What follows belongs to an exercise in optimizing a design on an open flow for small area; a production flow would make more cautious choices. RTL that was checked went through simulation tests only; none was proved equivalent to the original. For runs 1 and 2, only the layout was checked, not whether the RTL still works. No activity file was given, so power comes from the tool's default toggle rates.

File: flow/config.mk
export PLATFORM = sky130hd
export DESIGN_NAME = RV32I_Core
export DESIGN_NICKNAME = RV32I_Core
export VERILOG_FILES = /design/flow/design.v
export SDC_FILE = /design/flow/constraint.sdc
export NUM_CORES = 4
export LEC_CHECK = 0
export CAP_MARGIN = 20
export CORE_MARGIN = 2
export CORE_UTILIZATION = 40
export SLEW_MARGIN = 20
File: flow/constraint.sdc
create_clock -name core_clock -period 11.0 [get_ports {clk}]
set_input_delay 2.2000 -clock core_clock [delete_from_list [all_inputs] [get_ports {clk}]]
set_output_delay 2.2000 -clock core_clock [all_outputs]
set_load 0.01 [all_outputs]
File: flow/design.v
`timescale 1ns / 1ps
module ControlUnit (
    input  logic [31:0] instrCode,
    output logic        regFileWe,   
    output logic        dataWe,      
    output logic        rs1En,       
    output logic        immSel,      
    output logic        immU,        
    output logic        immS,        
    output logic        pcImmU,      
    output logic        pcImmJ,      
    output logic        sub,         
    output logic        branch,
    output logic        jal,
    output logic        jalr,
    output logic        selSum,      
    output logic        selP,        
    output logic        selG,        
    output logic        selShift,
    output logic        selSlt,
    output logic        selPcImm,
    output logic        selPc4,
    output logic        selLoad,
    output logic        shLeft,
    output logic        shArith,
    output logic        sltU
);
    wire [4:0] o  = instrCode[6:2];
    wire [2:0] f3 = instrCode[14:12];
    wire       f7 = instrCode[30];
    wire isOp    = o[2] & ~o[0];           
    wire isR     = isOp & o[3];
    wire isLoad  = ~o[4] & ~o[3] & ~o[2];
    wire isStore = ~o[4] & o[3] & ~o[2];
    wire isLui   = o[3] & o[2] & o[0];
    wire isAuipc = ~o[3] & o[2] & o[0];
    wire isJ     = o[4] & o[0];            
    wire isJal   = o[1];
    wire isJalr  = o[4] & o[0] & ~o[1];
    wire isB     = o[4] & ~o[0];
    assign regFileWe = ~o[3] | o[2] | o[0];
    assign dataWe    = isStore;
    assign rs1En     = ~isLui;
    assign immSel    = ~(isR | isB);
    assign immU      = isLui;
    assign immS      = ~o[4] & o[3];          
    assign pcImmU    = ~o[4];                 
    assign pcImmJ    = o[1];                  
    assign sub       = isB | (isOp & ((f3 == 3'b000) & f7 & o[3] | (f3[2:1] == 2'b01)));
    assign branch    = isB;
    assign jal       = isJal;
    assign jalr      = isJalr;
    wire aluOp = isOp;
    assign selSum   = isLui | aluOp & (f3 == 3'b000);
    assign selP     = aluOp & (f3 == 3'b100 | f3 == 3'b110);
    assign selG     = aluOp & (f3 == 3'b111 | f3 == 3'b110);
    assign selShift = aluOp & (f3[1:0] == 2'b01);
    assign selSlt   = aluOp & (f3[2:1] == 2'b01);
    assign selPcImm = isAuipc;
    assign selPc4   = isJ;
    assign selLoad  = isLoad;
    assign shLeft   = ~f3[2];
    assign shArith  = f7;
    assign sltU     = f3[0];
endmodule
`timescale 1ns / 1ps
module DataPath (
    input  logic        clk,
    input  logic        reset,
    input  logic [31:0] instrCode,
    input  logic [31:0] dataRData,
    input  logic        regFileWe,
    input  logic        rs1En,
    input  logic        immSel,
    input  logic        immU,
    input  logic        immS,
    input  logic        pcImmU,
    input  logic        pcImmJ,
    input  logic        sub,
    input  logic        branch,
    input  logic        jal,
    input  logic        jalr,
    input  logic        selSum,
    input  logic        selP,
    input  logic        selG,
    input  logic        selShift,
    input  logic        selSlt,
    input  logic        selPcImm,
    input  logic        selPc4,
    input  logic        selLoad,
    input  logic        shLeft,
    input  logic        shArith,
    input  logic        sltU,
    output logic [31:0] instrMemAddr,
    output logic [31:0] dataAddr,
    output logic [31:0] dataWData
);
    logic [31:1] pc;
    logic [31:1] npc;
    assign instrMemAddr = {pc, 1'b0};
    always_ff @(posedge clk, posedge reset) begin
        if (reset) pc <= '0;
        else pc <= npc;
    end
    logic [31:0] wd;
    logic [31:0] rs1, rs2;
    RegisterFile U_RegFile (
        .clk   (clk),
        .we    (regFileWe),
        .en1   (rs1En),
        .RAddr1(instrCode[19:15]),
        .RAddr2(instrCode[24:20]),
        .WAddr (instrCode[11:7]),
        .WData (wd),
        .RData1(rs1),
        .RData2(rs2)
    );
    assign dataWData = rs2;
    wire [31:0] ins = instrCode;
    wire        sgn = ins[31];
    logic [31:0] imm;     
    logic [31:1] pcImm;   
    assign imm[31:20] = immU ? ins[31:20] : {12{sgn}};
    assign imm[19:12] = immU ? ins[19:12] : {8{sgn}};
    assign imm[11:5]  = immU ? 7'b0 : ins[31:25];
    assign imm[4:0]   = immU ? 5'b0 : (immS ? ins[11:7] : ins[24:20]);
    assign pcImm[31:20] = pcImmU ? ins[31:20] : {12{sgn}};
    assign pcImm[19:12] = (pcImmU | pcImmJ) ? ins[19:12] : {8{sgn}};
    assign pcImm[11]    = pcImmU ? 1'b0 : (pcImmJ ? ins[20] : ins[7]);
    assign pcImm[10:5]  = pcImmU ? 6'b0 : ins[30:25];
    assign pcImm[4:1]   = pcImmU ? 4'b0 : (pcImmJ ? ins[24:21] : ins[11:8]);
    wire [31:0] b  = immSel ? imm : rs2;
    wire [31:0] bx = b ^ {32{sub}};
    logic [31:0] sum, p, g;
    logic        cout;
    adder32 U_Adder (
        .a   (rs1),
        .b   (bx),
        .cin (sub),
        .sum (sum),
        .p   (p),
        .g   (g),
        .cout(cout)
    );
    assign dataAddr = sum;
    wire ltu = ~cout;
    wire lts = ltu ^ rs1[31] ^ b[31];
    wire eq  = &p;
    logic taken;
    always_comb begin
        case (instrCode[14:13])
            2'b00:   taken = eq;
            2'b10:   taken = lts;
            2'b11:   taken = ltu;
            default: taken = 1'bx;
        endcase
        taken = taken ^ instrCode[12];
    end
    logic [31:0] shOut;
    shifter U_Shifter (
        .a    (rs1),
        .shamt(b[4:0]),
        .left (shLeft),
        .arith(shArith),
        .y    (shOut)
    );
    logic [31:1] pcSum;
    logic [31:2] pcInc;
    ripple_add31 U_PCAdd (
        .a(pc),
        .b(pcImm),
        .y(pcSum)
    );
    incr30 U_PCInc (
        .a(pc[31:2]),
        .y(pcInc)
    );
    wire [31:0] pc4 = {pcInc, pc[1], 1'b0};
    wire takePcSum = jal | (branch & taken);
    always_comb begin
        if (takePcSum) npc = pcSum;
        else if (jalr) npc = sum[31:1];
        else npc = pc4[31:1];
    end
    wire slt = sltU ? ltu : lts;
    assign wd = ({32{selSum}} & sum)
              | ({32{selP}} & p)
              | ({32{selG}} & g)
              | ({32{selShift}} & shOut)
              | ({32{selPcImm}} & {pcSum, 1'b0})
              | ({32{selPc4}} & pc4)
              | ({32{selLoad}} & dataRData)
              | {31'b0, selSlt & slt};
endmodule
module RegisterFile (
    input  logic        clk,
    input  logic        we,
    input  logic        en1,
    input  logic [ 4:0] RAddr1,
    input  logic [ 4:0] RAddr2,
    input  logic [ 4:0] WAddr,
    input  logic [31:0] WData,
    output logic [31:0] RData1,
    output logic [31:0] RData2
);
    logic [31:1][31:0] rf;
    genvar i;
    generate
        for (i = 1; i < 32; i++) begin : g_reg
            always_ff @(posedge clk) begin
                if (we && WAddr == i) rf[i] <= WData;
            end
        end
    endgenerate
    always_comb begin
        RData1 = '0;
        RData2 = '0;
        for (int k = 1; k < 32; k++) begin
            RData1 = RData1 | ({32{en1 && RAddr1 == k}} & rf[k]);
            RData2 = RData2 | ({32{RAddr2 == k}} & rf[k]);
        end
    end
endmodule
module adder32 (
    input  logic [31:0] a,
    input  logic [31:0] b,
    input  logic        cin,
    output logic [31:0] sum,
    output logic [31:0] p,
    output logic [31:0] g,
    output logic        cout
);
    logic [31:0] G, P;
    assign p = a ^ b;
    assign g = a & b;
    always_comb begin
        G = g;
        P = p;
        G[0] = g[0] | (p[0] & cin);
        for (int l = 0; l < 5; l++)
            for (int i = 0; i < 32; i++)
                if ((i + 1) % (2 << l) == 0) begin
                    G[i] = G[i] | (P[i] & G[i-(1<<l)]);
                    P[i] = P[i] & P[i-(1<<l)];
                end
        for (int l = 3; l >= 0; l--)
            for (int i = 0; i < 32; i++)
                if (((i + 1) % (2 << l) == (1 << l)) && (i > (1 << l))) begin
                    G[i] = G[i] | (P[i] & G[i-(1<<l)]);
                    P[i] = P[i] & P[i-(1<<l)];
                end
    end
    assign sum  = p ^ {G[30:0], cin};
    assign cout = G[31];
endmodule
module shifter (
    input  logic [31:0] a,
    input  logic [ 4:0] shamt,
    input  logic        left,
    input  logic        arith,
    output logic [31:0] y
);
    logic [31:0] x;
    logic fill;
    always_comb begin
        for (int i = 0; i < 32; i++) x[i] = left ? a[31-i] : a[i];
        fill = arith & ~left & a[31];
        for (int k = 0; k < 5; k++)
            if (shamt[k]) x = (x >> (1 << k)) | ({32{fill}} << (32 - (1 << k)));
        for (int i = 0; i < 32; i++) y[i] = left ? x[31-i] : x[i];
    end
endmodule
module ripple_add31 (
    input  logic [31:1] a,
    input  logic [31:1] b,
    output logic [31:1] y
);
    logic [31:1] c;
    always_comb begin
        c[1] = 1'b0;
        for (int i = 1; i < 31; i++) c[i+1] = (a[i] & b[i]) | (a[i] & c[i]) | (b[i] & c[i]);
        for (int i = 1; i < 32; i++) y[i] = a[i] ^ b[i] ^ c[i];
    end
endmodule
module incr30 (
    input  logic [31:2] a,
    output logic [31:2] y
);
    logic [31:2] c;
    always_comb begin
        c[2] = 1'b1;
        for (int i = 2; i < 31; i++) c[i+1] = a[i] & c[i];
        for (int i = 2; i < 32; i++) y[i] = a[i] ^ c[i];
    end
endmodule
`timescale 1ns / 1ps
module RV32I_Core (
    input  logic        clk,
    input  logic        reset,
    input  logic [31:0] instrCode,
    output logic [31:0] instrMemAddr,
    output logic        dataWe,
    output logic [31:0] dataAddr,
    output logic [31:0] dataWData,
    input  logic [31:0] dataRData
);
    logic regFileWe, rs1En, immSel, immU, immS, pcImmU, pcImmJ, sub;
    logic branch, jal, jalr;
    logic selSum, selP, selG, selShift, selSlt, selPcImm, selPc4, selLoad;
    logic shLeft, shArith, sltU;
    ControlUnit U_ControlUnit (.*);
    DataPath U_DataPath (.*);
endmodule
File: flow/run.sh
#!/bin/bash
# synth_recipe.tcl (not shown) runs the flow's synth.tcl, then flattens the netlist and writes it again
# the make line also repeats each setting of config.mk as NAME=value (left out here)
make -C /OpenROAD-flow-scripts/flow DESIGN_CONFIG=/design/flow/config.mk WORK_HOME=/design/flow/orfs CLKGATE_MAP_FILE= SYNTH_SCRIPT=/design/flow/synth_recipe.tcl finish
==> results of run 1 <==
[layout make-up]
class                      count  area (sq um)  share of cell area (%)
sequential                  1023         30600                    45.0
timing repair buffer         926          8790                    13.0
tap                         1768          2210                    3.26
antenna                       24          60.1                  0.0885
clock inverter                81           917                    1.35
clock buffer                 126          2880                    4.24
multi-input combinational   2875         22200                    32.7
inverter                      61           229                   0.337
[kinds of logic after synthesis]
| group | Yosys count | synth area share [%] |
|---|---|---|
| DFF | 1023 | 57.0 |
| other | 1 | 0.00700 |
| buffers and inverters | 449 | 3.38 |
| and+or+nand+nor | 1101 | 10.5 |
| muxes | 213 | 5.20 |
| AOI/OAI and AO/OA | 1399 | 19.9 |
| adders and majority gates | 106 | 3.10 |
| xor gates and xnor gates | 55 | 0.899 |
[flip-flops by register name, summed over array words and instances (netlist names)]
register	count
U_DataPath.pc	31
U_DataPath.U_RegFile.rf	992
[power breakdown]
part | internal, mW | switching, mW | leakage, nW
registers | 4.85 | 0.114 | 9.45
clock network | 2.26 | 1.72 | 1.82
logic | 1.56 | 2.47 | 12.8
[synthesized netlist by cell type (49+ instances only)]
cell type,number
buf_2,63
mux2i_1,114
and3_1,87
nor2_1,169
inv_1,60
buf_1,53
ha_1,61
nand4_1,100
nand2_1,274
o21ai_0,90
a221oi_1,87
a22oi_1,533
a21oi_1,122
edfxtp_1,992
nand3_1,204
nor3_1,67
a222oi_1,49
mux2_2,52
clkbuf_1,263
a221o_1,52
[critical path, delay by kind of cell]
family | cells | cell delay (ns)
AOI/OAI and AO/OA | 2 | 0.65
muxes | 1 | 0.10
buffers and inverters | 7 | 0.59
adders and majority gates | 30 | 9.80
and+or+nand+nor | 1 | 0.11
[routing by layer]
metal	GRT usage [%]	routed length, microns	vias to the layer above
li1	-	-	19200
met1	57.8	112000	25600
met2	63.3	128000	5770
met3	19.8	53800	1642
met4	35.8	32300	16
met5	0	135	-
[worst paths after layout]
path | slack [ns] | endpoint
max | -1.97 | U_DataPath.U_RegFile.rf[606]$_DFFE_PP_
min | 0.67 | U_DataPath.pc[1]$_DFFE_PP0P_
max reg2reg | -0.52 | U_DataPath.U_RegFile.rf[606]$_DFFE_PP_
min reg2reg | 0.67 | U_DataPath.pc[1]$_DFFE_PP0P_
max in group asynchronous | 8.77 | U_DataPath.pc[14]$_DFF_PP0_
min in group asynchronous | 1.88 | U_DataPath.pc[23]$_DFF_PP0_
[metrics by stage]
step | setup slack [ns] | utilization, % | cells
after floorplan | -2.15 | - | 4347
after global placement | -3.41 | 47.7 | 6639
after detailed placement | -3.40 | 47.7 | 6642
after CTS | -2.11 | 50.7 | 6854
after global routing | -2.24 | 50.9 | 6866
final | -1.97 | 50.9 | 6884
[what timing repair did]
action,4_1_cts,5_1_grt
pin swaps,34,15
setup endpoints to repair,273,291
resized for setup,51,25
buffers inserted,4,4
cloned,2,0
endpoints found under the hold margin,0,0
[cell usage in the layout, fill, tap and decap left out, types with 54 or more instances in the layout]
cell,count
buf_4,649
mux2i_1,114
nand4_1,100
a21oi_1,119
ha_1,60
nor2_1,111
buf_12,113
nand2_1,272
edfxtp_1,992
nand3_1,204
clkbuf_16,113
o21ai_0,76
a22oi_1,531
and3_1,86
a221oi_1,84
nor2_4,54
clkdlybuf4s50_1,145
==> impl_metrics.csv, run 1 <==
group,metric,value,unit
run_status,status,"finished with violations",
run_status,so_faults,"negative setup slack",
place,port-buffer-count,159,
timing,drv_slew,0,
clocking,clk_pin_slew,0.06,ns
logic_synthesis,netlist_area,53600,sq um
logic_synthesis,synth_flop_cell,"edfxtp_1",
min_path,hold_class,"reg2reg",
logic_synthesis,syn_area_per_cell,12.3,sq um
global_routing,globalRouteOverflowTotal,0,
critical_path,crit_top_cell,"fa_2",
detailed_routing,detail_route.wl_per_cell,47.4,microns
detailed_routing,drt_first_iter_violations,10600,
finish,fillerInstances,11700,
timing,tightestPinTransition,1.29,ns
critical_path,cp-start-kind,"input port",
finish,final_layout_size_suffix_gt1_share,25.2,%
logic_synthesis,synthArstFlopShare,3.03,%
logic_synthesis,yosysTopAreaCell,"edfxtp_1",
timing,max_freq,77.1,MHz
finish,stdcell_area,67900,sq um
logic_synthesis,synthTopCellsByArea,"edfxtp_1 (56%), a22oi_1 (7.5%), mux2i_1 (2.1%)",
clocking,ctsHtreeMaxLevel,3,
timing,rsz0062_at_grt,"yes",
place,dp_hpwl,218,mm
die,fp.dieW,370,microns
logic_synthesis,synth_top_area_share,55.6,%
run,max_cap_viol_count,0,
timing,whs,0.668,ns
logic_synthesis,synth_edf_count,992,
global_routing,grt_max_degree,68,
logic_synthesis,synth_cell_types,90,
place,gp_congestion,1.04,
die,die_y,370,microns
die,num_rows,134,
clocking,cts_tree,"done",
critical_path,critPathKind,"in2reg",
clocking,clock_path_buffers,3,
clocking,numCtsBuffers,111,
die,start_util,40.2,%
clocking,cts_sinks,1023,
logic_synthesis,ys_ff_latch,1023,
detailed_routing,drt_pass1_iterations,9,
finish,nets,5170,
critical_path,worstSetupEndpointType,"register",
clocking,clockRootBuffer,"clkbuf_16",
timing,finalCritPeriodShare,118,%
detailed_routing,ant_nets,0,
critical_path,cp.arrival,13.49,ns
critical_path,reg2regPathDepth,38,
die,io_pins,163,
logic_synthesis,syn_nets,4519,
critical_path,max_stage_delay,0.61,ns
place,placed_area,63600,sq um
timing,finalSetupTns,-244.86,ns
detailed_routing,wl,326,mm
min_path,min-delay-start,"U_DataPath.pc[1]$_DFFE_PP0P_",
die,dieArea,137000,sq um
clocking,cts_hold_buf,0,
critical_path,cp-startpoint,"instrCode[21]",
logic_synthesis,yosys_warnings,6,
global_routing,grt_pass1_vias,48700,
detailed_routing,num_vias,52300,
power,p_leak,24.1,nW
critical_path,r2r-start,"U_DataPath.pc[1]$_DFFE_PP0P_",
timing,max-slew-margin-rel,13.9,%
global_routing,grt_usage,46.5,%
critical_path,crit_slowest_cell,"fa_2",
timing,final.setup_skew,0.0556,ns
clocking,clock_latency,0.80,ns
power,p_per_area,191,nW/um^2
logic_synthesis,ys_seq_area_share,57.0,%
global_routing,grt_pass1_wl,430,mm
power,vdd_drop_max,0.000147,V
detailed_routing,drc,0,
global_routing,antenna_found_initial,28,
timing,report.final.hold_viol_count,0,
power,power.total,13.0,mW
timing,setup_viol,221,
timing,setup_slack,-1.97,ns
min_path,hold_depth,2,
critical_path,cp.required,11.52,ns
die,core,133000,sq um
detailed_routing,vias_per_cell,7.60,
timing,fin_crit,12.97,ns
critical_path,path_max_fanout,8,
logic_synthesis,syn_inst,4347,
finish,syn_to_final_growth,26.6,%
==> run 2: changes to the inputs <==
--- a/flow/design.v
+++ b/flow/design.v
@@ -183,14 +183,10 @@
         else npc = pc4[31:1];
     end
     wire slt = sltU ? ltu : lts;
-    assign wd = ({32{selSum}} & sum)
-              | ({32{selP}} & p)
-              | ({32{selG}} & g)
-              | ({32{selShift}} & shOut)
-              | ({32{selPcImm}} & {pcSum, 1'b0})
-              | ({32{selPc4}} & pc4)
-              | ({32{selLoad}} & dataRData)
-              | {31'b0, selSlt & slt};
+    assign wd = ((({32{selSum}} & sum) | ({32{selP}} & p))
+               | (({32{selG}} & g) | ({32{selShift}} & shOut)))
+              | ((({32{selPcImm}} & {pcSum, 1'b0}) | ({32{selPc4}} & pc4))
+               | (({32{selLoad}} & dataRData) | {31'b0, selSlt & slt}));
 endmodule
 module RegisterFile (
     input  logic        clk,
@@ -212,13 +208,24 @@
             end
         end
     endgenerate
-    always_comb begin
-        RData1 = '0;
-        RData2 = '0;
+    logic [31:1] s1, s2;
+    always_comb
         for (int k = 1; k < 32; k++) begin
-            RData1 = RData1 | ({32{en1 && RAddr1 == k}} & rf[k]);
-            RData2 = RData2 | ({32{RAddr2 == k}} & rf[k]);
+            s1[k] = en1 && RAddr1 == k;
+            s2[k] = RAddr2 == k;
+        end
+    logic [10:0][31:0] t1, t2;
+    always_comb begin
+        for (int j = 0; j < 11; j++) begin
+            t1[j] = '0;
+            t2[j] = '0;
+            for (int k = 3 * j + 1; k < 3 * j + 4 && k < 32; k++) begin
+                t1[j] = t1[j] | ({32{s1[k]}} & rf[k]);
+                t2[j] = t2[j] | ({32{s2[k]}} & rf[k]);
+            end
         end
+        RData1 = ((t1[0] | t1[1]) | (t1[2] | t1[3])) | ((t1[4] | t1[5]) | (t1[6] | t1[7])) | ((t1[8] | t1[9]) | t1[10]);
+        RData2 = ((t2[0] | t2[1]) | (t2[2] | t2[3])) | ((t2[4] | t2[5]) | (t2[6] | t2[7])) | ((t2[8] | t2[9]) | t2[10]);
     end
 endmodule
 module adder32 (
==> flow/flow/run.sh (new file) <==
#!/bin/bash
# Layout flow: the standard ORFS flow, with two changes:
#  - ABC maps the logic with an area-recovering script (flow/abc_area.script)
#    instead of ORFS's delay-driven one;
#  - ports are buffered with buf_1 instead of the default buffer.
# Everything else (synthesis front end, registers, floorplan, PDN, CTS, routing)
# is ORFS's, run through the standard.sh.
set -euo pipefail
W=$PWD
rm -rf "$W/scripts_mod"
cp -r "$FLOW_HOME/scripts" "$W/scripts_mod"
cp "$W/flow/abc_area.script" "$W/scripts_mod/abc_speed.script"
bash "$W/standard.sh" SCRIPTS_DIR="$W/scripts_mod" \
    BUFFER_PORTS_ARGS="-buffer_cell sky130_fd_sc_hd__buf_1" \
    finish > "$W/orfs_make.log" 2>&1
==> flow/flow/abc_area.script (new file) <==
&get -n
&st
&dch -f
&nf -R 1000
&put
==> flow/standard.sh (new file) <==
#!/bin/bash
# synth_recipe.tcl (not shown) runs the flow's synth.tcl, then flattens the netlist and writes it again
# the make line also repeats each setting of config.mk as NAME=value (left out here)
make -C /OpenROAD-flow-scripts/flow DESIGN_CONFIG=/design/flow/config.mk WORK_HOME=/design/flow/orfs CLKGATE_MAP_FILE= SYNTH_SCRIPT=/design/flow/synth_recipe.tcl "${@:-finish}"
--- a/flow/config.mk
+++ b/flow/config.mk
@@ -5,7 +5,8 @@
 export SDC_FILE = /design/flow/constraint.sdc
 export NUM_CORES = 4
 export LEC_CHECK = 0
-export CAP_MARGIN = 20
+export CAP_MARGIN = 5
 export CORE_MARGIN = 2
 export CORE_UTILIZATION = 40
-export SLEW_MARGIN = 20
+export CTS_BUF_LIST = sky130_fd_sc_hd__clkbuf_4 sky130_fd_sc_hd__clkbuf_8
+export SLEW_MARGIN = 5
removed: flow/run.sh
==> run 2 against run 1 <==
  * Still fails the layout checks on negative setup slack
  * Clock-buffer cell count rose by 95
  * Sequential share of layout area rose by 10 points
  * Non-clock buffer count fell by 519
  * Clock power fell by 16%
  * Core utilization fell by 2.9 points
  * Area after synthesis fell by 13%
  * Final cell count fell by 22%
  * Critical path depth rose by 3
  * Design area fell by 18%
  * Global-route usage fell by 17 points
  * First-iteration DRC count fell by 22%
  * Sequential power barely moved
  * Largest cell class unchanged
  * Highest routed layer unchanged
==> impl_metrics.csv, run 2 <==
group,metric,value,unit
power,vdd_drop_max,0.0000845,V
place,port-buffer-count,159,
logic_synthesis,yosysTopAreaCell,"edfxtp_1",
power,p_switching,3.51,mW
logic_synthesis,synth_cell_types,47,
power,p_per_area,199,nW/um^2
die,core,116000,sq um
timing,setup_slack,-1.87,ns
global_routing,antenna_found_initial,6,
finish,nets,3887,
detailed_routing,drt_pass1_iterations,13,
critical_path,r2r-start,"U_DataPath.pc[1]$_DFFE_PP0P_",
clocking,cts_hold_buf,0,
detailed_routing,num_vias,37900,
finish,syn_to_final_growth,19.4,%
critical_path,worstSetupEndpointType,"register",
die,io_pins,163,
clocking,clock_path_buffers,3,
logic_synthesis,ys_ff_latch,1023,
critical_path,cp-startpoint,"instrCode[3]",
clocking,clock_latency,0.87,ns
min_path,min-delay-start,"U_DataPath.pc[1]$_DFFE_PP0P_",
clocking,ctsHtreeMaxLevel,4,
detailed_routing,drt_first_iter_violations,8352,
run,max_cap_viol_count,0,
finish,top_register,"U_DataPath.U_RegFile.rf",
finish,regArea,30600,sq um
logic_synthesis,syn_nets,3312,
critical_path,cp.arrival,13.47,ns
power,internal_power,7.54,mW
place,dpl.cell_count,5054,
logic_synthesis,synthTopCellsByArea,"edfxtp_1 (64%), a222oi_1 (14%), mux2i_1 (2.8%)",
power,p_comb_share,25.1,%
finish,fillerInstances,10100,
critical_path,r2r_slack,-0.55,ns
global_routing,grt_max_degree,63,
power,power.total,11.0,mW
power,p_seq_share,44.8,%
global_routing,globalRouteOverflowTotal,0,
finish,reg_top3,"U_DataPath.U_RegFile.rf x992, U_DataPath.pc x31",
timing,report.final.hold_viol_count,0,
die,start_util,40.2,%
logic_synthesis,netlist_area,46500,sq um
critical_path,r2r-end,"U_DataPath.U_RegFile.rf[30]$_DFFE_PP_",
die,dieArea,119000,sq um
finish,layout_common_cells,"edfxtp_1 (992), a222oi_1 (633), buf_4 (222), nand2_1 (217), nand4_1 (200)",
detailed_routing,vias_per_cell,7.05,
critical_path,crit_slowest_cell,"fa_2",
power,p_clk_share,30.1,%
place,dp_hpwl,115,mm
logic_synthesis,synth_edf_count,992,
die,fp.dieW,345,microns
run_status,so_faults,"negative setup slack",
logic_synthesis,ys_seq_area_share,65.7,%
timing,setup_viol,190,
timing,finalCritPeriodShare,117,%
critical_path,crit_top_cell,"fa_2",
critical_path,critPathKind,"in2reg",
critical_path,reg2regPathDepth,40,
global_routing,grt_pass1_vias,36800,
power,p_leak,18.2,nW
die,num_rows,125,
logic_synthesis,synth_flop_cell,"edfxtp_1",
min_path,hold_depth,3,
logic_synthesis,syn_area_per_cell,14.8,sq um
min_path,min_to,"U_DataPath.pc[1]$_DFFE_PP0P_",
global_routing,grt_usage,29.8,%
clocking,cts_sinks,1023,
logic_synthesis,synth.most_common_cell,"edfxtp_1",
logic_synthesis,synthArstFlopShare,3.03,%
timing,max-slew-margin-rel,12.6,%
clocking,numCtsBuffers,166,
logic_synthesis,yosys_warnings,6,
detailed_routing,ant_nets,0,
finish,final_layout_size_suffix_gt1_share,17.8,%
finish,final_cells,5371,
finish,final_common_cell,"edfxtp_1",
critical_path,cp-start-kind,"input port",
logic_synthesis,syn_inst,3140,
finish,largest_register_ffs,992,
timing,max_freq,77.7,MHz
min_path,hold_class,"reg2reg",
clocking,clockRootBuffer,"clkbuf_8",
timing,rsz0062_at_grt,"yes",
timing,drv_slew,0,
die,die_y,345,microns
critical_path,cp.required,11.60,ns
timing,fin_crit,12.87,ns
detailed_routing,drc,0,
power,p_sw_share,31.7,%
place,gp_congestion,0.990,
detailed_routing,detail_route.wl_per_cell,34.1,microns
detailed_routing,wl,183,mm
critical_path,path_max_fanout,8,
logic_synthesis,synthTopCellsByCount,"edfxtp_1 (992), a222oi_1 (633), nor2_1 (242)",
timing,tightestPinTransition,1.31,ns
clocking,clk_pin_slew,0.06,ns
clocking,cts_tree,"done",
logic_synthesis,synth_top_area_share,64.1,%
run_status,status,"finished with violations",
critical_path,max_stage_delay,0.57,ns
timing,final.setup_skew,0.0417,ns
finish,multiInputGateArea,16800,sq um
global_routing,grt_pass1_wl,255,mm
## run 2: layout make-up
type,instances,area share [%]
multi-input combinational,2077,30.2
clock buffer,221,4.88
sequential,1023,55.0
inverter,40,0.333
clock inverter,77,1.05
tap,1524,3.43
timing repair buffer,407,5.00
antenna,2,0.00901
## run 2: metrics by stage
step	setup WS [ns]	TNS [ns]	instance area [sq um]	hold slack, ns	utilization [%]
finish	-1.87	-219.04	55500	0.661	48.0
global route	-2.11	-260.73	55500	0.678	48.0
global placement	-3.01	-462.68	51800	0.640	44.8
CTS	-2.01	-227.25	55400	0.658	47.9
detailed placement	-3.11	-486.58	51800	0.645	44.8
floorplan	-2.17	-279.67	46800	0.603	-
## run 2: how the worst max path moves through the flow
| stage | endpoint | cells past startpoint |
|---|---|---|
| after global routing | U_DataPath.U_RegFile.rf[190]$_DFFE_PP_ | 44 |
| after floorplan | U_DataPath.U_RegFile.rf[127]$_DFFE_PP_ | 43 |
| after detailed placement | U_DataPath.U_RegFile.rf[735]$_DFFE_PP_ | 46 |
| after CTS | U_DataPath.U_RegFile.rf[254]$_DFFE_PP_ | 43 |
| final | U_DataPath.U_RegFile.rf[30]$_DFFE_PP_ | 44 |
| after global placement | U_DataPath.U_RegFile.rf[735]$_DFFE_PP_ | 46 |
## run 2: kinds of logic after synthesis
group / synth area share, %
AOI/OAI and AO/OA: 18.4
xor gates and xnor gates: 1.02
adders and majority gates: 3.58
buffers and inverters: 0.339
DFF: 65.7
muxes: 3.04
other: 0.00807
and+or+nand+nor: 7.87
## run 2: metal layers
metal / part of all wire (%) / vias up / track usage, %
met1: 35 / 18600 / 37.9
met2: 45 / 3268 / 46.5
met3: 14 / 586 / 7.99
met5: 0.0098 / - / 0
met4: 5.5 / 4 / 15.9
li1: - / 15500 / -
## run 2: repair_timing
action | 4_1_cts | 5_1_grt
setup endpoints to repair | 196 | 229
pin swaps | 8 | 23
cloned | 5 | 2
resized for setup | 26 | 23
buffers inserted | 3 | 10
## run 2: worst max-delay path: cells and delay by family
kind	cells	cell delay, ns
compound gates	2	0.29
simple gates	3	0.33
fa+ha+maj	30	9.85
buf+inv	9	0.78
## run 2: power groups by stage
stage          Clock (mW)  Combinational, mW  Sequential (mW)
3_5_place_dp            0               2.57             5.03
4_1_cts              3.35               2.68             4.95
6_report             3.33               2.77             4.95
5_1_grt              3.51               2.95             4.96
2_1_floorplan           0               1.37             5.04
3_3_place_gp            0               2.54             5.02
==> run 3: changes to the inputs <==
--- a/flow/design.v
+++ b/flow/design.v
@@ -16,7 +16,8 @@
     output logic        selSum,      
     output logic        selP,        
     output logic        selG,        
-    output logic        selShift,
+    output logic        selShR,
+    output logic        selShL,
     output logic        selSlt,
     output logic        selPcImm,
     output logic        selPc4,
@@ -54,7 +55,8 @@
     assign selSum   = isLui | aluOp & (f3 == 3'b000);
     assign selP     = aluOp & (f3 == 3'b100 | f3 == 3'b110);
     assign selG     = aluOp & (f3 == 3'b111 | f3 == 3'b110);
-    assign selShift = aluOp & (f3[1:0] == 2'b01);
+    assign selShR   = aluOp & (f3 == 3'b101);
+    assign selShL   = aluOp & (f3 == 3'b001);
     assign selSlt   = aluOp & (f3[2:1] == 2'b01);
     assign selPcImm = isAuipc;
     assign selPc4   = isJ;
@@ -83,7 +85,8 @@
     input  logic        selSum,
     input  logic        selP,
     input  logic        selG,
-    input  logic        selShift,
+    input  logic        selShR,
+    input  logic        selShL,
     input  logic        selSlt,
     input  logic        selPcImm,
     input  logic        selPc4,
@@ -133,7 +136,7 @@
     wire [31:0] bx = b ^ {32{sub}};
     logic [31:0] sum, p, g;
     logic        cout;
-    adder32 U_Adder (
+    bk_add #(.N(32)) U_Adder (
         .a   (rs1),
         .b   (bx),
         .cin (sub),
@@ -164,12 +167,18 @@
         .arith(shArith),
         .y    (shOut)
     );
+    logic [31:0] shRev;
+    always_comb for (int i = 0; i < 32; i++) shRev[i] = shOut[31-i];
     logic [31:1] pcSum;
     logic [31:2] pcInc;
-    ripple_add31 U_PCAdd (
-        .a(pc),
-        .b(pcImm),
-        .y(pcSum)
+    bk_add #(.N(31)) U_PCAdd (
+        .a   (pc),
+        .b   (pcImm),
+        .cin (1'b0),
+        .sum (pcSum),
+        .p   (),
+        .g   (),
+        .cout()
     );
     incr30 U_PCInc (
         .a(pc[31:2]),
@@ -184,7 +193,7 @@
     end
     wire slt = sltU ? ltu : lts;
     assign wd = ((({32{selSum}} & sum) | ({32{selP}} & p))
-               | (({32{selG}} & g) | ({32{selShift}} & shOut)))
+               | (({32{selG}} & g) | ({32{selShR}} & shOut) | ({32{selShL}} & shRev)))
               | ((({32{selPcImm}} & {pcSum, 1'b0}) | ({32{selPc4}} & pc4))
                | (({32{selLoad}} & dataRData) | {31'b0, selSlt & slt}));
 endmodule
@@ -228,37 +237,39 @@
         RData2 = ((t2[0] | t2[1]) | (t2[2] | t2[3])) | ((t2[4] | t2[5]) | (t2[6] | t2[7])) | ((t2[8] | t2[9]) | t2[10]);
     end
 endmodule
-module adder32 (
-    input  logic [31:0] a,
-    input  logic [31:0] b,
-    input  logic        cin,
-    output logic [31:0] sum,
-    output logic [31:0] p,
-    output logic [31:0] g,
-    output logic        cout
+module bk_add #(
+    parameter int N = 32
+) (
+    input  logic [N-1:0] a,
+    input  logic [N-1:0] b,
+    input  logic         cin,
+    output logic [N-1:0] sum,
+    output logic [N-1:0] p,
+    output logic [N-1:0] g,
+    output logic         cout
 );
-    logic [31:0] G, P;
+    logic [N-1:0] G, P;
     assign p = a ^ b;
     assign g = a & b;
     always_comb begin
         G = g;
         P = p;
         G[0] = g[0] | (p[0] & cin);
-        for (int l = 0; l < 5; l++)
-            for (int i = 0; i < 32; i++)
+        for (int l = 0; (1 << l) < N; l++)
+            for (int i = 0; i < N; i++)
                 if ((i + 1) % (2 << l) == 0) begin
                     G[i] = G[i] | (P[i] & G[i-(1<<l)]);
                     P[i] = P[i] & P[i-(1<<l)];
                 end
-        for (int l = 3; l >= 0; l--)
-            for (int i = 0; i < 32; i++)
+        for (int l = 4; l >= 0; l--)
+            for (int i = 0; i < N; i++)
                 if (((i + 1) % (2 << l) == (1 << l)) && (i > (1 << l))) begin
                     G[i] = G[i] | (P[i] & G[i-(1<<l)]);
                     P[i] = P[i] & P[i-(1<<l)];
                 end
     end
-    assign sum  = p ^ {G[30:0], cin};
-    assign cout = G[31];
+    assign sum  = p ^ {G[N-2:0], cin};
+    assign cout = G[N-1];
 endmodule
 module shifter (
     input  logic [31:0] a,
@@ -274,19 +285,7 @@
         fill = arith & ~left & a[31];
         for (int k = 0; k < 5; k++)
             if (shamt[k]) x = (x >> (1 << k)) | ({32{fill}} << (32 - (1 << k)));
-        for (int i = 0; i < 32; i++) y[i] = left ? x[31-i] : x[i];
-    end
-endmodule
-module ripple_add31 (
-    input  logic [31:1] a,
-    input  logic [31:1] b,
-    output logic [31:1] y
-);
-    logic [31:1] c;
-    always_comb begin
-        c[1] = 1'b0;
-        for (int i = 1; i < 31; i++) c[i+1] = (a[i] & b[i]) | (a[i] & c[i]) | (b[i] & c[i]);
-        for (int i = 1; i < 32; i++) y[i] = a[i] ^ b[i] ^ c[i];
+        y = x;
     end
 endmodule
 module incr30 (
@@ -313,7 +312,7 @@
 );
     logic regFileWe, rs1En, immSel, immU, immS, pcImmU, pcImmJ, sub;
     logic branch, jal, jalr;
-    logic selSum, selP, selG, selShift, selSlt, selPcImm, selPc4, selLoad;
+    logic selSum, selP, selG, selShR, selShL, selSlt, selPcImm, selPc4, selLoad;
     logic shLeft, shArith, sltU;
     ControlUnit U_ControlUnit (.*);
     DataPath U_DataPath (.*);
==> run 3 against run 2 <==
  * The run now finishes clean
  * Sequential power barely moved
  * Setup slack improved by 1.9 ns
  * Non-clock buffer count down 27
  * Final cell count up 0.84%
  * Worst hold slack lost 0.056 ns
  * Routed wire length increased by 0.37%
  * Register-to-register slack improved by 3.5 ns
  * Global-route usage decreased by 0.17 points
  * Sequential share of layout area grew 0.49 points
  * Critical path depth down 19
  * Die area is 0.77% higher
  * Largest cell class unchanged
==> impl_metrics.csv, run 3 <==
group,metric,value,unit
run_status,status,"timing/DRC/antenna clean",
timing,max-slew-margin-rel,14.7,%
global_routing,top_usage_layer,"met2",
critical_path,critPathKind,"in2out",
clocking,cts_setup_buffers,0,
detailed_routing,vias_per_cell,7.06,
timing,whs,0.604,ns
clocking,clock_latency,0.88,ns
finish,final_cells,5416,
global_routing,grt_pass1_vias,36600,
logic_synthesis,ys_seq_area_share,65.2,%
timing,tightestPinTransition,1.28,ns
clocking,clock_path_buffers,3,
detailed_routing,drt_first_iter_violations,8601,
detailed_routing,detail_route.wl_per_cell,33.9,microns
global_routing,antenna_found_initial,4,
finish,reg_top3,"U_DataPath.U_RegFile.rf x992, U_DataPath.pc x31",
finish,fillerInstances,10200,
place,port-buffer-count,159,
critical_path,max_stage_delay,0.49,ns
global_routing,globalRouteOverflowTotal,0,
timing,setup_viol,0,
die,num_rows,125,
detailed_routing,drt_pass1_iterations,13,
logic_synthesis,syn_nets,3393,
finish,syn_to_final_growth,17.5,%
clocking,numCtsBuffers,167,
die,dieArea,120000,sq um
logic_synthesis,synthArstFlopShare,3.03,%
logic_synthesis,synth.most_common_cell,"edfxtp_1",
timing,finalCritPeriodShare,99.3,%
clocking,cts_resized,0,
power,p_per_area,198,nW/um^2
logic_synthesis,syn_inst,3207,
global_routing,gr-usage-met3,7.79,%
clocking,ctsHtreeMaxLevel,4,
run,max_cap_viol_count,0,
logic_synthesis,yosys.area_share.simple,7.87,%
critical_path,crit_family,"compound AO/OA/AOI/OAI gates",
logic_synthesis,synth-xor-area-share,1.27,%
timing,fin_crit,10.92,ns
die,core,116000,sq um
min_path,hold_depth,2,
min_path,min_to,"U_DataPath.pc[1]$_DFFE_PP0P_",
power,vdd_drop_max,0.000113,V
detailed_routing,num_vias,38300,
finish,layout_common_cells,"edfxtp_1 (992), a222oi_1 (651), nand2_1 (226), buf_4 (217), nand4_1 (196)",
detailed_routing,ant_nets,0,
critical_path,cp.required,8.80,ns
global_routing,grt_pass1_wl,258,mm
critical_path,r2r-start,"U_DataPath.pc[2]$_DFF_PP0_",
logic_synthesis,synth_compound_gate_area_share,18.8,%
clocking,cts_hold_buf,0,
detailed_routing,wl,184,mm
timing,report.final.hold_viol_count,0,
global_routing,grt_max_degree,58,
timing,finalSetupTns,0,ns
timing,rsz0062_at_grt,"no",
finish,largest_register_ffs,992,
logic_synthesis,synthTopCellsByCount,"edfxtp_1 (992), a222oi_1 (651), nor2_1 (240)",
place,dp_hpwl,118,mm
critical_path,worstSetupEndpointType,"output port",
critical_path,critPathBufInv,3,
timing,max_freq,91.6,MHz
power,p_leak,18.0,nW
detailed_routing,drc,0,
die,fp.dieW,346,microns
critical_path,crit_slowest_cell,"fa_1",
finish,final_layout_size_suffix_gt1_share,15.6,%
critical_path,cp-start-kind,"input port",
place,dpl.cell_count,5110,
global_routing,grt_usage,29.6,%
logic_synthesis,syn_area_per_cell,14.6,sq um
finish,nets,3941,
logic_synthesis,yosys_warnings,6,
logic_synthesis,synth_cell_types,45,
logic_synthesis,synthTopCellsByArea,"edfxtp_1 (64%), a222oi_1 (14%), nand4_1 (2.6%)",
finish,final_common_cell,"edfxtp_1",
logic_synthesis,synth_flop_cell,"edfxtp_1",
clocking,cts_sinks,1023,
logic_synthesis,synthAdderAreaFrac,3.70,%
critical_path,cp.arrival,8.72,ns
critical_path,path_max_fanout,16,
critical_path,reg2regPathDepth,33,
min_path,hold_class,"reg2reg",
logic_synthesis,netlist_area,46900,sq um
logic_synthesis,synth_top_area_share,63.6,%
clocking,cts_tree,"done",
logic_synthesis,synth_top_family_by_area,"compound AO/OA/AOI/OAI gates",
timing,final.setup_skew,0.0429,ns
place,gp_congestion,0.964,
die,io_pins,163,
logic_synthesis,yosysTopAreaCell,"edfxtp_1",
die,die_y,346,microns
critical_path,r2r-end,"U_DataPath.U_RegFile.rf[702]$_DFFE_PP_",
global_routing,grtUsageMet2,45.7,%
clocking,clk_pin_slew,0.06,ns
logic_synthesis,synthMuxAreaShare,2.55,%
finish,top_register,"U_DataPath.U_RegFile.rf",
logic_synthesis,ys_ff_latch,1023,
critical_path,r2r_slack,2.93,ns
clocking,clockRootBuffer,"clkbuf_8",
min_path,min-delay-start,"U_DataPath.pc[1]$_DFFE_PP0P_",
die,start_util,40.3,%
timing,drv_slew,0,
logic_synthesis,synth_edf_count,992,
global_routing,grt_use_met1,39.6,%
run 3: cell types whose count changed after synthesis, moves of 22 or more:
cell / previous run / this run
o21ai_0: 100 / 148
a21oi_1: 121 / 82
ha_1: 61 / 89
a22oi_1: 41 / 15
clkinv_1: 40 / 63
nand3_1: 48 / 26
run 3: per-stage QoR:
step / util, % / power (mW) / setup slack [ns] / cell area, sq um
floorplan: - / 6.49 / 0.141 / 46900
global placement: 44.6 / 7.63 / 0.261 / 51800
detailed placement: 44.6 / 7.66 / 0.259 / 51800
CTS: 47.3 / 10.9 / 0.246 / 55000
global route: 47.4 / 11.3 / 0.0580 / 55000
finish: 47.4 / 10.9 / 0.0778 / 55000
run 3: worst min-delay path, stage by stage, from the launching register on:
cell	delay, ns
dfrtp_1	0.40
nand3_1	0.08
nand3_1	0.08
run 3: cell families (layout without fill, tap and decap cells):
group,count (synthesis),in the layout
AOI/OAI and AO/OA,1025,1025
xor gates and xnor gates,68,68
adders and majority gates,120,120
buffers and inverters,64,746
DFF,1023,1023
muxes,119,119
other,1,4
and+or+nand+nor,787,787
run 3: power by group:
group / total [mW] / switching, mW / internal (mW)
registers: 4.98 / 0.113 / 4.87
logic: 2.69 / 1.90 / 0.783
clock network: 3.23 / 1.56 / 1.67
run 3: area by class of cell:
type / instances / area [sq um] / share of cell area, %
Antenna cell: 3 / 7.51 / 0.0136
Clock buffer: 222 / 2730 / 4.96
Clock inverter: 81 / 467 / 0.848
Inverter: 63 / 236 / 0.430
Multi-Input combinational cell: 2120 / 16800 / 30.6
Sequential cell: 1023 / 30600 / 55.5
Tap cell: 1524 / 1910 / 3.46
Timing Repair Buffer: 380 / 2310 / 4.19
run 3: worst max path at each step:
stage	end	cells past startpoint	from	slack, ns
finish	dataAddr[31]	25	instrCode[20]	0.08
global route	dataAddr[31]	25	instrCode[20]	0.06
floorplan	dataAddr[31]	22	instrCode[24]	0.14
CTS	dataAddr[31]	24	instrCode[20]	0.25
global placement	dataAddr[31]	24	instrCode[20]	0.26
detailed placement	dataAddr[31]	24	instrCode[20]	0.26
run 3: layer usage:
metal / wire, microns / up-vias
met5: 96 / -
met4: 7670 / 9
met3: 25500 / 521
met2: 82500 / 3197
met1: 68000 / 18800
li1: - / 15700
==> run 4: changes to the inputs <==
--- a/flow/design.v
+++ b/flow/design.v
@@ -136,13 +136,17 @@
     wire [31:0] bx = b ^ {32{sub}};
     logic [31:0] sum, p, g;
     logic        cout;
-    bk_add #(.N(32)) U_Adder (
-        .a   (rs1),
-        .b   (bx),
-        .cin (sub),
-        .sum (sum),
-        .p   (p),
-        .g   (g),
+    wire c1 = sub ? (rs1[0] | ~b[0]) : (rs1[0] & b[0]);
+    assign sum[0] = rs1[0] ^ b[0];
+    assign p[0]   = rs1[0] ^ bx[0];
+    assign g[0]   = rs1[0] & bx[0];
+    bk_add #(.N(31)) U_Adder (
+        .a   (rs1[31:1]),
+        .b   (bx[31:1]),
+        .cin (c1),
+        .sum (sum[31:1]),
+        .p   (p[31:1]),
+        .g   (g[31:1]),
         .cout(cout)
     );
     assign dataAddr = sum;
@@ -171,15 +175,25 @@
     always_comb for (int i = 0; i < 32; i++) shRev[i] = shOut[31-i];
     logic [31:1] pcSum;
     logic [31:2] pcInc;
-    bk_add #(.N(31)) U_PCAdd (
-        .a   (pc),
-        .b   (pcImm),
-        .cin (1'b0),
-        .sum (pcSum),
+    logic [8:1] pcLo;
+    logic       pcC9;
+    ripple_add #(.N(8)) U_PCAddLo (
+        .a   (pc[8:1]),
+        .b   (pcImm[8:1]),
+        .y   (pcLo),
+        .cout(pcC9)
+    );
+    logic [31:9] pcHi;
+    bk_add #(.N(23)) U_PCAddHi (
+        .a   (pc[31:9]),
+        .b   (pcImm[31:9]),
+        .cin (pcC9),
+        .sum (pcHi),
         .p   (),
         .g   (),
         .cout()
     );
+    assign pcSum = {pcHi, pcLo};
     incr30 U_PCInc (
         .a(pc[31:2]),
         .y(pcInc)
@@ -288,6 +302,22 @@
         y = x;
     end
 endmodule
+module ripple_add #(
+    parameter int N = 16
+) (
+    input  logic [N-1:0] a,
+    input  logic [N-1:0] b,
+    output logic [N-1:0] y,
+    output logic         cout
+);
+    logic [N:0] c;
+    always_comb begin
+        c[0] = 1'b0;
+        for (int i = 0; i < N; i++) c[i+1] = (a[i] & b[i]) | (a[i] & c[i]) | (b[i] & c[i]);
+        for (int i = 0; i < N; i++) y[i] = a[i] ^ b[i] ^ c[i];
+    end
+    assign cout = c[N];
+endmodule
 module incr30 (
     input  logic [31:2] a,
     output logic [31:2] y
==> flow/flow/run.sh (replaced) <==
#!/bin/bash
# Layout flow: the standard ORFS flow (standard.sh) with these changes:
#  - ABC maps the logic with an area-recovering script (flow/abc_area.script)
#    instead of ORFS's delay-driven one; the synthesis front end, and so the
#    registers and their names, are ORFS's own;
#  - ports are buffered with buf_1 instead of the default buffer;
#  - CTS uses clkbuf_16 with larger sink clusters and no dummy loads.
# Each tool's output goes to the ORFS logs under orfs/logs; make's own output
# goes to orfs_make.log in this folder.
set -euo pipefail
W=$PWD
rm -rf "$W/scripts_mod"
cp -r "$FLOW_HOME/scripts" "$W/scripts_mod"
cp "$W/flow/abc_area.script" "$W/scripts_mod/abc_speed.script"
bash "$W/standard.sh" SCRIPTS_DIR="$W/scripts_mod" \
    BUFFER_PORTS_ARGS="-buffer_cell sky130_fd_sc_hd__buf_1" \
    CTS_ARGS="-sink_clustering_enable -repair_clock_nets -dont_use_dummy_load -buf_list sky130_fd_sc_hd__clkbuf_16 -sink_clustering_size 30 -sink_clustering_max_diameter 100" \
    finish > "$W/orfs_make.log" 2>&1
--- a/flow/config.mk
+++ b/flow/config.mk
@@ -8,5 +8,5 @@
 export CAP_MARGIN = 5
 export CORE_MARGIN = 2
 export CORE_UTILIZATION = 40
-export CTS_BUF_LIST = sky130_fd_sc_hd__clkbuf_4 sky130_fd_sc_hd__clkbuf_8
+export SETUP_SLACK_MARGIN = 0.25
 export SLEW_MARGIN = 5
==> run 4 against run 3 <==
  * Die area decreased by 0.61%
  * Largest cell class unchanged
  * Power shrank 12%
  * Largest power group unchanged
  * Highest routed layer unchanged
  * Worst hold slack better by 0.032 ns
==> impl_metrics.csv, run 4 <==
group,metric,value,unit
critical_path,worstSetupEndpointType,"output port",
finish,regArea,30600,sq um
place,dp_hpwl,120,mm
timing,setup_slack,0.369,ns
finish,final_layout_size_suffix_gt1_share,13.9,%
critical_path,r2r-start,"U_DataPath.pc[1]$_DFFE_PP0P_",
global_routing,globalRouteOverflowTotal,0,
logic_synthesis,synthTopCellsByCount,"edfxtp_1 (992), a222oi_1 (657), nor2_1 (251)",
timing,rsz0062_at_grt,"no",
logic_synthesis,ys_seq_area_share,65.6,%
global_routing,grt_pass1_wl,256,mm
timing,max-slew-margin-rel,18.9,%
logic_synthesis,synthArstFlopShare,3.03,%
finish,nets,3831,
die,io_pins,163,
run,max_cap_viol_count,0,
critical_path,max_stage_delay,0.48,ns
finish,syn_to_final_growth,15.1,%
run_status,status,"timing/DRC/antenna clean",
die,core,116000,sq um
power,p_sw_share,33.0,%
logic_synthesis,ys_ff_latch,1023,
power,p_per_area,179,nW/um^2
power,p_comb_share,28.9,%
global_routing,antenna_found_initial,7,
global_routing,grt_max_degree,49,
min_path,min_to,"U_DataPath.pc[1]$_DFFE_PP0P_",
critical_path,r2r_slack,2.48,ns
detailed_routing,drt_pass1_iterations,14,
die,fp.dieW,345,microns
clocking,cts_tree,"done",
global_routing,grt_pass1_vias,35300,
finish,final_common_cell,"edfxtp_1",
die,dieArea,119000,sq um
logic_synthesis,syn_area_per_cell,14.8,sq um
power,power.total,9.61,mW
place,port-buffer-count,159,
critical_path,crit_slowest_cell,"fa_1",
timing,drv_slew,0,
logic_synthesis,yosys_warnings,7,
finish,multiInputGateArea,16800,sq um
min_path,hold_depth,2,
power,p_clk_share,19.3,%
logic_synthesis,netlist_area,46600,sq um
die,start_util,40.2,%
logic_synthesis,synth_cell_types,41,
min_path,hold_class,"reg2reg",
power,p_seq_share,51.8,%
clocking,ctsHtreeMaxLevel,2,
global_routing,grt_usage,29.3,%
detailed_routing,drt_first_iter_violations,8646,
clocking,clock_latency,0.71,ns
min_path,min-delay-start,"U_DataPath.pc[1]$_DFFE_PP0P_",
logic_synthesis,yosysTopAreaCell,"edfxtp_1",
finish,largest_register_ffs,992,
power,p_switching,3.17,mW
critical_path,cp.arrival,8.43,ns
timing,fin_crit,10.63,ns
logic_synthesis,synth_flop_cell,"edfxtp_1",
clocking,clockRootBuffer,"clkbuf_16",
critical_path,r2r-end,"U_DataPath.U_RegFile.rf[862]$_DFFE_PP_",
timing,whs,0.636,ns
clocking,clock_path_buffers,3,
critical_path,path_max_fanout,5,
timing,tightestPinTransition,1.21,ns
power,internal_power,6.45,mW
clocking,clk_pin_slew,0.06,ns
place,preCtsSetupSlack,-0.127,ns
place,gp_congestion,0.976,
logic_synthesis,synth_top_area_share,64.0,%
clocking,cts_sinks,1023,
logic_synthesis,synth.most_common_cell,"edfxtp_1",
timing,setup_viol,0,
die,num_rows,125,
logic_synthesis,synthTopCellsByArea,"edfxtp_1 (64%), a222oi_1 (14%), nand4_1 (2.8%)",
finish,layout_common_cells,"edfxtp_1 (992), a222oi_1 (657), buf_4 (293), nand4_1 (205), nand2_1 (202)",
timing,finalCritPeriodShare,96.6,%
critical_path,critPathKind,"in2out",
clocking,numCtsBuffers,43,
power,p_leak,17.4,nW
logic_synthesis,syn_nets,3319,
detailed_routing,num_vias,37000,
timing,report.final.hold_viol_count,0,
finish,reg_top3,"U_DataPath.U_RegFile.rf x992, U_DataPath.pc x31",
die,die_y,345,microns
timing,max_freq,94.1,MHz
power,vdd_drop_max,0.0000915,V
detailed_routing,detail_route.wl_per_cell,35.0,microns
timing,final.setup_skew,0.128,ns
detailed_routing,ant_nets,0,
finish,fillerInstances,10100,
detailed_routing,vias_per_cell,7.15,
critical_path,cp-start-kind,"input port",
critical_path,cp.required,8.80,ns
detailed_routing,wl,181,mm
logic_synthesis,syn_inst,3136,
finish,top_register,"U_DataPath.U_RegFile.rf",
detailed_routing,drc,0,
critical_path,reg2regPathDepth,32,
logic_synthesis,synth_edf_count,992,
[run 4: cell count changes after synthesis, moves of 11 or more]
cell	change
clkinv_1	-19
mux2i_1	+11
nand2_1	-17
nor2_1	+11
o211ai_1	-14
o21ai_0	-26
[run 4: worst max-delay path: cells and delay by family]
kind / cells / cell delay (ns)
AO/OA/AOI/OAI: 12 / 2.21
adder cells (fa/ha/maj): 3 / 1.29
AND/OR/NAND/NOR: 7 / 1.25
buffers and inverters: 7 / 1.08
multiplexers: 1 / 0.38
[run 4: power groups by stage]
stage	sequential [mW]	clock (mW)	combinational [mW]
2_1_floorplan	5.07	0	1.41
3_3_place_gp	5.06	0	2.66
3_5_place_dp	5.06	0	2.69
4_1_cts	4.97	1.87	2.71
5_1_grt	5.00	2.00	2.98
6_report	4.98	1.85	2.78
[run 4: final cells by class]
class	instances	area share, %
Sequential cell	1023	57.0
Multi-Input combinational cell	2068	31.3
Timing Repair Buffer	468	5.78
Tap cell	1524	3.56
Clock buffer	43	2.01
Inverter	44	0.324
Antenna cell	2	0.00933
[run 4: cells by family (layout without fill, tap and decap cells)]
| logic type | Yosys count | in the layout | synth area share [%] |
|---|---|---|---|
| AND/OR/NAND/NOR | 775 | 775 | 7.80 |
| other | 1 | 3 | 0.00805 |
| adder cells (fa/ha/maj) | 117 | 117 | 3.72 |
| multiplexers | 130 | 130 | 2.81 |
| AO/OA/AOI/OAI | 982 | 982 | 18.5 |
| XOR/XNOR | 63 | 63 | 1.18 |
| flip-flops | 1023 | 1023 | 65.6 |
| buffers and inverters | 45 | 555 | 0.371 |
[run 4: metal layers]
| metal | vias to the layer above | global-route usage (%) | share of wire [%] | wire, microns |
|---|---|---|---|---|
| met2 | 2835 | 46.5 | 46 | 82700 |
| met4 | 10 | 10.9 | 4.2 | 7580 |
| met5 | - | 0 | 0.037 | 67 |
| met1 | 18400 | 39.3 | 37 | 67600 |
| li1 | 15300 | - | - | - |
| met3 | 431 | 6.87 | 13 | 23200 |
[run 4: through the flow]
stage | TNS [ns] | instances | cell area [sq um] | utilization (%)
final | 0 | 5172 | 53600 | 46.3
after CTS | 0 | 5162 | 53500 | 46.2
after detailed placement | -0.194 | 5114 | 52300 | 45.2
after global placement | -0.176 | 5114 | 52300 | 45.2
after floorplan | 0 | 3136 | 46900 | -
after global routing | 0 | 5171 | 53600 | 46.3
[run 4: what timing repair did]
action / in CTS / in global routing
hold buffers: 0 / 0
setup buffers: 5 / 8
pin swaps: 7 / 14
endpoints found under the setup margin: 6 / 5
resized for setup: 19 / 20
endpoints found under the hold margin: 0 / 0
[run 4: worst max path at each step]
| stage | to | cells after the start | start | slack (ns) |
|---|---|---|---|---|
| 2_1_floorplan | dataAddr[31] | 26 | instrCode[23] | 0.37 |
| 3_3_place_gp | dataAddr[31] | 30 | instrCode[20] | -0.11 |
| 3_5_place_dp | dataAddr[31] | 30 | instrCode[20] | -0.13 |
| 4_1_cts | dataAddr[31] | 31 | instrCode[21] | 0.28 |
| 5_1_grt | dataAddr[31] | 31 | instrCode[20] | 0.27 |
| 6_report | dataAddr[31] | 30 | instrCode[21] | 0.37 |
==> run 5: changes to the inputs <==
--- a/flow/design.v
+++ b/flow/design.v
@@ -140,7 +140,7 @@
     assign sum[0] = rs1[0] ^ b[0];
     assign p[0]   = rs1[0] ^ bx[0];
     assign g[0]   = rs1[0] & bx[0];
-    bk_add #(.N(31)) U_Adder (
+    sk_add #(.N(31)) U_Adder (
         .a   (rs1[31:1]),
         .b   (bx[31:1]),
         .cin (c1),
@@ -283,6 +283,34 @@
                 end
     end
     assign sum  = p ^ {G[N-2:0], cin};
+    assign cout = G[N-1];
+endmodule
+module sk_add #(
+    parameter int N = 32
+) (
+    input  logic [N-1:0] a,
+    input  logic [N-1:0] b,
+    input  logic         cin,
+    output logic [N-1:0] sum,
+    output logic [N-1:0] p,
+    output logic [N-1:0] g,
+    output logic         cout
+);
+    logic [N-1:0] G, P;
+    assign p = a ^ b;
+    assign g = a & b;
+    always_comb begin
+        G = g;
+        P = p;
+        G[0] = g[0] | (p[0] & cin);
+        for (int l = 0; (1 << l) < N; l++)
+            for (int i = N - 1; i >= 0; i--)
+                if ((i >> l) & 1) begin
+                    G[i] = G[i] | (P[i] & G[((i >> l) << l) - 1]);
+                    P[i] = P[i] & P[((i >> l) << l) - 1];
+                end
+    end
+    assign sum  = p ^ {G[N-2:0], cin};
     assign cout = G[N-1];
 endmodule
 module shifter (
==> run 5 against run 4 <==
  * Highest routed layer unchanged
  * Routed wire length up 0.30%
  * Die area up 0.20%
  * Fmax down 0.27%
  * Critical endpoint is now dataAddr[24]
  * Core utilization down 0.53 points
  * Via count up 1.1%
  * Clock-buffer cell count up 1
  * Largest power group unchanged
  * Final cell count up 0.14%
  * Register-to-register slack worse by 0.05 ns
  * Critical path depth down 2
==> impl_metrics.csv, run 5 <==
group,metric,value,unit
clocking,clock_path_buffers,3,
critical_path,cp.arrival,8.46,ns
timing,drv_slew,0,
timing,tightestPinTransition,1.29,ns
power,internal_power,6.36,mW
critical_path,max_stage_delay,0.52,ns
die,num_rows,125,
logic_synthesis,netlist_area,46700,sq um
finish,final_common_cell,"edfxtp_1",
power,vdd_drop_max,0.000109,V
place,gp_congestion,0.972,
detailed_routing,drc,0,
die,start_util,40.3,%
finish,reg_top3,"U_DataPath.U_RegFile.rf x992, U_DataPath.pc x31",
global_routing,antenna_found_initial,8,
clocking,clk_pin_slew,0.07,ns
run,max_cap_viol_count,0,
critical_path,critPathKind,"in2out",
logic_synthesis,synth_edf_count,992,
finish,final_layout_size_suffix_gt1_share,11.2,%
timing,max_freq,93.8,MHz
logic_synthesis,synth.most_common_cell,"edfxtp_1",
detailed_routing,vias_per_cell,7.21,
clocking,clock_latency,0.68,ns
timing,rsz0062_at_grt,"no",
place,preCtsSetupSlack,0.193,ns
run_status,status,"timing/DRC/antenna clean",
critical_path,cp.required,8.80,ns
logic_synthesis,ys_ff_latch,1023,
critical_path,crit_family,"compound AO/OA/AOI/OAI gates",
finish,nets,3825,
power,p_switching,3.15,mW
detailed_routing,num_vias,37400,
finish,regArea,30600,sq um
detailed_routing,ant_nets,0,
global_routing,grt_max_degree,63,
clocking,cts_hold_buf,0,
power,p_seq_share,52.3,%
critical_path,crit_slowest_cell,"fa_1",
timing,setup_slack,0.340,ns
detailed_routing,detail_route.wl_per_cell,35.1,microns
logic_synthesis,synth_flop_cell,"edfxtp_1",
detailed_routing,wl,182,mm
die,die_y,346,microns
critical_path,path_max_fanout,9,
global_routing,grt_usage,29.2,%
timing,final.setup_skew,0.108,ns
finish,top_register,"U_DataPath.U_RegFile.rf",
die,fp.dieW,346,microns
global_routing,globalRouteOverflowTotal,0,
finish,largest_register_ffs,992,
logic_synthesis,synth_top_area_share,63.8,%
timing,report.final.hold_viol_count,0,
logic_synthesis,yosysTopAreaCell,"edfxtp_1",
power,p_comb_share,28.0,%
power,p_per_area,179,nW/um^2
finish,layout_common_cells,"edfxtp_1 (992), a222oi_1 (634), nand2_1 (263), buf_4 (226), nand4_1 (198)",
global_routing,grt_pass1_vias,34900,
finish,syn_to_final_growth,13.6,%
critical_path,worstSetupEndpointType,"output port",
finish,fillerInstances,10200,
timing,finalCritPeriodShare,96.9,%
logic_synthesis,yosys_warnings,7,
critical_path,critPathBufInv,9,
timing,fin_crit,10.66,ns
timing,finalSetupTns,0,ns
place,dpl.cell_count,5125,
logic_synthesis,ys_seq_area_share,65.5,%
critical_path,crit_top_cell,"clkinv_1",
detailed_routing,drt_first_iter_violations,8921,
detailed_routing,drt_pass1_iterations,13,
place,port-buffer-count,159,
min_path,hold_class,"reg2reg",
finish,final_cells,5179,
die,dieArea,119000,sq um
place,dp_hpwl,117,mm
critical_path,cp-start-kind,"input port",
power,p_sw_share,33.1,%
finish,multiInputGateArea,16700,sq um
logic_synthesis,syn_nets,3384,
global_routing,grt_pass1_wl,253,mm
die,io_pins,163,
clocking,ctsHtreeMaxLevel,2,
logic_synthesis,synthArstFlopShare,3.03,%
logic_synthesis,syn_area_per_cell,14.5,sq um
die,core,116000,sq um
power,p_leak,17.0,nW
clocking,clockRootBuffer,"clkbuf_16",
logic_synthesis,synth_cell_types,44,
timing,max-slew-margin-rel,14.2,%
timing,setup_viol,0,
logic_synthesis,synthTopCellsByCount,"edfxtp_1 (992), a222oi_1 (634), nand2_1 (267)",
logic_synthesis,synthTopCellsByArea,"edfxtp_1 (64%), a222oi_1 (14%), nand4_1 (2.7%)",
clocking,numCtsBuffers,44,
clocking,cts_tree,"done",
power,p_clk_share,19.6,%
clocking,cts_sinks,1023,
logic_synthesis,syn_inst,3212,
run 5: changes by cell type after synthesis, sizes merged, moves of 11 or more:
cell | previous run | this run
xnor2 | 41 | 58
nand2 | 210 | 267
a222oi | 657 | 634
fa | 36 | 25
a21oi | 79 | 109
nand2b | 20 | 6
nand3 | 23 | 38
a22o | 6 | 31
run 5: power groups by stage:
stage / clock [mW] / sequential (mW) / combinational [mW]
floorplan: 0 / 5.07 / 1.42
global placement: 0 / 5.06 / 2.55
detailed placement: 0 / 5.06 / 2.57
CTS: 1.88 / 4.97 / 2.59
global route: 2.00 / 5.00 / 2.85
finish: 1.86 / 4.98 / 2.66
run 5: metal layers:
metal,GRT usage [%],vias to the layer above,wire (microns)
li1,-,15300,-
met1,39.7,18500,67600
met2,44.9,3065,80200
met3,6.19,493,24400
met4,13.1,14,9330
met5,0,-,90
run 5: worst paths after layout:
check,start,end,slack [ns],depth (start not counted)
worst max-delay path,instrCode[20],dataAddr[24],0.34,28
worst min-delay path,U_DataPath.pc[1]$_DFFE_PP0P_,U_DataPath.pc[1]$_DFFE_PP0P_,0.62,2
worst max register to register,U_DataPath.pc[1]$_DFFE_PP0P_,U_DataPath.U_RegFile.rf[829]$_DFFE_PP_,2.43,31
worst min register to register,U_DataPath.pc[1]$_DFFE_PP0P_,U_DataPath.pc[1]$_DFFE_PP0P_,0.62,2
max in group asynchronous,reset,U_DataPath.pc[7]$_DFF_PP0_,8.96,3
min in group asynchronous,reset,U_DataPath.pc[20]$_DFF_PP0_,1.65,3
run 5: layout make-up:
cell class	count	area share [%]
antenna	4	0.0189
clock buffer	44	2.08
inverter	49	0.347
multi-input combinational	2139	31.6
sequential	1023	57.7
tap	1524	3.60
timing repair buffer	396	4.74
run 5: through the flow:
stage	area [sq um]	utilization, %	total power, mW	hold slack [ns]
6_report	53000	45.7	9.50	0.621
5_1_grt	53000	45.7	9.85	0.654
4_1_cts	52900	45.7	9.44	0.619
3_5_place_dp	51800	44.7	7.64	0.599
3_3_place_gp	51800	44.7	7.61	0.591
2_1_floorplan	46800	-	6.49	0.599
run 5: tightest hold or removal path: stages, from the launching register on:
cell,delay [ns]
dfrtp_1,0.42
nand3_1,0.09
nand3_1,0.09
run 5: cells by family after synthesis:
group | after synthesis | synth area share (%)
AO/OA/AOI/OAI | 1023 | 18.8
AND/OR/NAND/NOR | 812 | 8.00
flip-flops | 1023 | 65.5
buffers and inverters | 50 | 0.410
multiplexers | 123 | 2.66
XOR/XNOR | 74 | 1.39
adder cells (fa/ha/maj) | 106 | 3.24
other | 1 | 0.00804
run 5: timing repair:
| item | CTS | global route |
|---|---|---|
| resized for setup | 0 | 16 |
| buffers inserted | 3 | 2 |
| cloned | 0 | 0 |
| pin swaps | 1 | 7 |
| endpoints found under the setup margin | 1 | 4 |

## separate check: timing with driven ports
The flow's constraints put no driver on any port. The routed layouts listed below were extracted and timed again, unchanged, in two steps. Step 1: set_driving_cell puts a clkbuf_16 on clk and a buf_2 on each other input, an assumption about the parent block. Step 2 also shifts input and output timing later by t, the mid clock arrival at the registers, as if the neighbouring blocks saw the same clock. a / b / c = ideal / step 1 / step 2; a / b = the first two.
| run | t (ns) | setup WS [ns] | worst setup path after step 2 | latest minus earliest clock arrival (ns) | worst register clock-pin slew, ns |
|---|---|---|---|---|---|
| run 1 | 0.851 | -1.974 / -1.933 / -2.784 | input to register | 0.056 / 0.056 | 0.07 / 0.07 |
| run 2 | 0.920 | -1.871 / -1.852 / -2.772 | input to register | 0.042 / 0.041 | 0.07 / 0.07 |
| run 3 | 0.924 | 0.078 / 0.055 / 0.055 | input to output | 0.043 / 0.043 | 0.07 / 0.07 |
| run 4 | 0.724 | 0.369 / 0.342 / 0.251 | input to register | 0.128 / 0.128 | 0.12 / 0.12 |
| run 5 | 0.703 | 0.340 / 0.303 / 0.126 | input to register | 0.108 / 0.108 | 0.12 / 0.12 |
The setup slack of run 2, which loses most, moves by +0.019 ns with the drivers and by -0.901 ns with both steps.
